From an optimization exercise on the open Yosys and OpenROAD flow, aimed at small area, a short achievable clock period and few clock cycles per item; shortcuts taken in it are not production practice. Function was checked by simulation only, so behaviour that the tests miss may differ from the original.

==> 04-26 <==
## prince_enc
module prince_enc (
    input  wire         clk,
    input  wire         rst,         
    input  wire         in_valid,
    output wire         in_ready,
    input  wire [63:0]  plaintext,
    input  wire [127:0] key,         
    output wire         out_valid,
    output wire [63:0]  ciphertext
);
    assign in_ready = 1'b1;
    reg [3:0] vld;
    always @(posedge clk) begin
        if (rst) vld <= 4'b0;
        else vld <= {vld[2:0], in_valid};
    end
    assign out_valid = vld[3];
    wire [63:0] s0;
    assign s0 = plaintext ^ key[127:64] ^ key[63:0];
    wire [63:0] s1;
    assign s1[60] = (~s0[60] & s0[61] & s0[62]) | (~s0[60] & s0[61] & ~s0[63]) | (s0[60] & ~s0[61] & s0[63]) | (~s0[61] & ~s0[62] & ~s0[63]) | (s0[61] & s0[62] & ~s0[63]);
    assign s1[61] = (~s0[60] & ~s0[61]) | (~s0[61] & ~s0[62]) | (~s0[62] & ~s0[63]);
    assign s1[62] = (s0[60] & ~s0[61]) | (~s0[61] & s0[63]) | (s0[62] & s0[63]);
    assign s1[63] = (~s0[60] & s0[61] & s0[63]) | (~s0[60] & s0[62]) | (~s0[61] & ~s0[63]);
    assign s1[56] = (~s0[56] & s0[57] & s0[58]) | (~s0[56] & s0[57] & ~s0[59]) | (s0[56] & ~s0[57] & s0[59]) | (~s0[57] & ~s0[58] & ~s0[59]) | (s0[57] & s0[58] & ~s0[59]);
    assign s1[57] = (~s0[56] & ~s0[57]) | (~s0[57] & ~s0[58]) | (~s0[58] & ~s0[59]);
    assign s1[58] = (s0[56] & ~s0[57]) | (~s0[57] & s0[59]) | (s0[58] & s0[59]);
    assign s1[59] = (~s0[56] & s0[57] & s0[59]) | (~s0[56] & s0[58]) | (~s0[57] & ~s0[59]);
    assign s1[52] = (~s0[52] & s0[53] & s0[54]) | (~s0[52] & s0[53] & ~s0[55]) | (s0[52] & ~s0[53] & s0[55]) | (~s0[53] & ~s0[54] & ~s0[55]) | (s0[53] & s0[54] & ~s0[55]);
    assign s1[53] = (~s0[52] & ~s0[53]) | (~s0[53] & ~s0[54]) | (~s0[54] & ~s0[55]);
    assign s1[54] = (s0[52] & ~s0[53]) | (~s0[53] & s0[55]) | (s0[54] & s0[55]);
    assign s1[55] = (~s0[52] & s0[53] & s0[55]) | (~s0[52] & s0[54]) | (~s0[53] & ~s0[55]);
    assign s1[48] = (~s0[48] & s0[49] & s0[50]) | (~s0[48] & s0[49] & ~s0[51]) | (s0[48] & ~s0[49] & s0[51]) | (~s0[49] & ~s0[50] & ~s0[51]) | (s0[49] & s0[50] & ~s0[51]);
  ...
Settings: LEC_CHECK=0, CAP_MARGIN=20, CORE_MARGIN=2, CORE_UTILIZATION=60, PLACE_DENSITY=0.72, SLEW_MARGIN=20; clock period 22.0 ns.
run.sh (not shown) runs the stock make flow with config.mk's settings and CLKGATE_MAP_FILE= SYNTH_SCRIPT=/design/flow/synth_recipe.tcl, a recipe that flattens the netlist after the stock synthesis.
==> inputs of 10-13, as changes to 04-26 <==
==> flow/flow/run.sh (new file) <==
#!/bin/bash
# Own layout flow: the standard flow, with three changes.
#  1. After the standard synthesis, the combinational logic is re-mapped for
#     area by ABC (flow/resynth.ys.in); registers keep their names and cells.
#  2. repair_timing aims for MARGIN ns of setup slack, so the flow sizes the
#     critical paths instead of stopping at the 22 ns constraint.
#  3. Ports are buffered with buf_1 (repair upsizes where needed).
set -euo pipefail
MARGIN=16.45
VARS=(SETUP_SLACK_MARGIN=$MARGIN "BUFFER_PORTS_ARGS=-buffer_cell sky130_fd_sc_hd__buf_1")
bash standard.sh "${VARS[@]}" synth > standard_synth.log 2>&1
R=orfs/results/${FLOW_PLATFORM:-sky130hd}/prince_enc/base
LIB=$FLOW_HOME/platforms/sky130hd/lib/sky130_fd_sc_hd__tt_025C_1v80.lib
YOSYS=$(command -v yosys || echo "$FLOW_HOME/../tools/install/yosys/bin/yosys")
cp $R/1_2_yosys.v standard_1_2_yosys.v
printf 'set_driving_cell sky130_fd_sc_hd__buf_1\nset_load 5\n' > resynth.constr
sed -e "s#@LIB@#$LIB#g" -e "s#@IN@#standard_1_2_yosys.v#" -e "s#@TOP@#${FLOW_TOP:-prince_enc}#" \
    -e "s#@CONSTR@#resynth.constr#" -e "s#@D@#5000#" -e "s#@OUT@#resynth.v#" flow/resynth.ys.in > resynth.ys
"$YOSYS" -l resynth.log -q resynth.ys > /dev/null 2>&1
cp resynth.v $R/1_2_yosys.v
rm -f $R/1_synth.odb $R/1_synth.sdc
bash standard.sh "${VARS[@]}" finish > standard_finish.log 2>&1
==> flow/flow/resynth.ys.in (new file) <==
# Re-map the combinational logic of the standard synthesis netlist for area
# with ABC; flip-flops and tie cells are kept as they are (same instances,
# same names and cell types).
read_liberty -overwrite -ignore_miss_func @LIB@
read_verilog @IN@
hierarchy -top @TOP@
setattr -mod -set keep_hierarchy 1 sky130_fd_sc_hd__df* sky130_fd_sc_hd__conb_1
flatten
opt_clean -purge
abc -liberty @LIB@ -dont_use sky130_fd_sc_hd__probe_p_8 -dont_use sky130_fd_sc_hd__probec_p_8 -dont_use *lpflow* -constr @CONSTR@ -D @D@ -script "+strash; &get -n; &st; &syn2; &dch -f; &nf -R 1000; &put; topo; stime -c"
opt_clean -purge
blackbox sky130_fd_sc_hd__df* sky130_fd_sc_hd__conb_1
stat -liberty @LIB@
write_verilog -noattr -nohex -nodec @OUT@
==> flow/standard.sh (new file) <==
#!/bin/bash
# synth_recipe.tcl (not shown) runs the flow's synth.tcl, then flattens the netlist and writes it again
# the make line also repeats each setting of config.mk as NAME=value (left out here)
make -C /OpenROAD-flow-scripts/flow DESIGN_CONFIG=/design/flow/config.mk WORK_HOME=/design/flow/orfs CLKGATE_MAP_FILE= SYNTH_SCRIPT=/design/flow/synth_recipe.tcl "${@:-finish}"
CTS_CLUSTER_DIAMETER = 60   (was not set)
CTS_CLUSTER_SIZE = 30   (was not set)
removed: flow/run.sh
==> inputs of 10-21, as changes to 04-26 <==
==> flow/flow/run.sh (new file) <==
#!/bin/bash
# Standard ORFS layout with two changes: repair_timing aims for 16.6 ns of setup
# slack (so the flow sizes the critical paths instead of stopping at the 22 ns
# constraint), and ports are buffered with buf_1 (repair upsizes where needed).
set -euo pipefail
bash standard.sh SETUP_SLACK_MARGIN=16.6 "BUFFER_PORTS_ARGS=-buffer_cell sky130_fd_sc_hd__buf_1" finish > standard_finish.log 2>&1
==> flow/standard.sh (new file) <==
#!/bin/bash
# synth_recipe.tcl (not shown) runs the flow's synth.tcl, then flattens the netlist and writes it again
# the make line also repeats each setting of config.mk as NAME=value (left out here)
make -C /OpenROAD-flow-scripts/flow DESIGN_CONFIG=/design/flow/config.mk WORK_HOME=/design/flow/orfs CLKGATE_MAP_FILE= SYNTH_SCRIPT=/design/flow/synth_recipe.tcl "${@:-finish}"
removed: flow/run.sh
==> run notes <==
	10-13	04-26	10-21
Total length of routed wires	161.1 mm	168.9 mm	170.9 mm
Area used by multi-input combinational logic	0.03494 sq mm	0.03568 sq mm	0.04048 sq mm
FF-to-FF End	st3[25]	st1[40]	st2[38]
Count of nets after finishing	5728	5680	5763
Violation count after the first detailed-route iteration	3923	3048	3353
Basic-gate share of the synthesized area counting and, or, nand and nor cells	-	7.791%	7.791%
DRT met1 WL	58.44 mm	64.77 mm	62.18 mm
Synthesized instance count	5121	5211	5211
Cell area after layout	0.05351 sq mm	0.05547 sq mm	0.05967 sq mm
Area added between synthesis and finish	23.23%	12.41%	20.92%
Status	finished clean	finished clean	finished clean
GR Util met3	5.509%	4.283%	5.514%
Testbench counts of 04-26, summed over its fixed seeds: cycles 2,080, items 2,048.
Testbench counts of 10-13, summed over its fixed seeds: cycles 2,080, items 2,048.
Testbench counts of 10-21, summed over its fixed seeds: cycles 2,080, items 2,048.

==> port drivers added, routing unchanged <==
The results above use ideal ports. As a check the final layouts listed here were re-extracted and re-timed, cells and wires unchanged.
Step 1 (the two cells are an assumption about what drives the block):
set clk [get_ports {clk}]
set_driving_cell -lib_cell sky130_fd_sc_hd__clkbuf_16 $clk
set_driving_cell -lib_cell sky130_fd_sc_hd__buf_2 [delete_from_list [all_inputs] $clk]
Step 2, shift: input delay + t, output delay - t, t = (earliest + latest rising clock arrival at the registers) / 2. This alone moves slack from input paths to output paths.
a / b / c = ideal / step 1 / step 2; a / b = the first two.
| run | shift t [ns] | slack for setup (ns) | hold slack, ns | worst register clock-pin slew, ns | cell pins on the clock port's net |
|---|---|---|---|---|---|
| 04-26 | 0.684 | 15.277 / 15.277 / 15.239 | 0.322 / 0.322 / 0.322 | 0.07 / 0.07 | 1 |
| 10-13 | 0.724 | 15.728 / 15.728 / 15.728 | 0.303 / 0.303 / 0.303 | 0.11 / 0.11 | 1 |
| 10-21 | 0.710 | 16.512 / 16.440 / 15.943 | 0.315 / 0.315 / 0.315 | 0.07 / 0.07 | 1 |
After both steps setup and hold are still met in every run listed. The setup slack of 10-21, which loses most, moves by -0.072 ns with the drivers and by -0.569 ns with both steps.
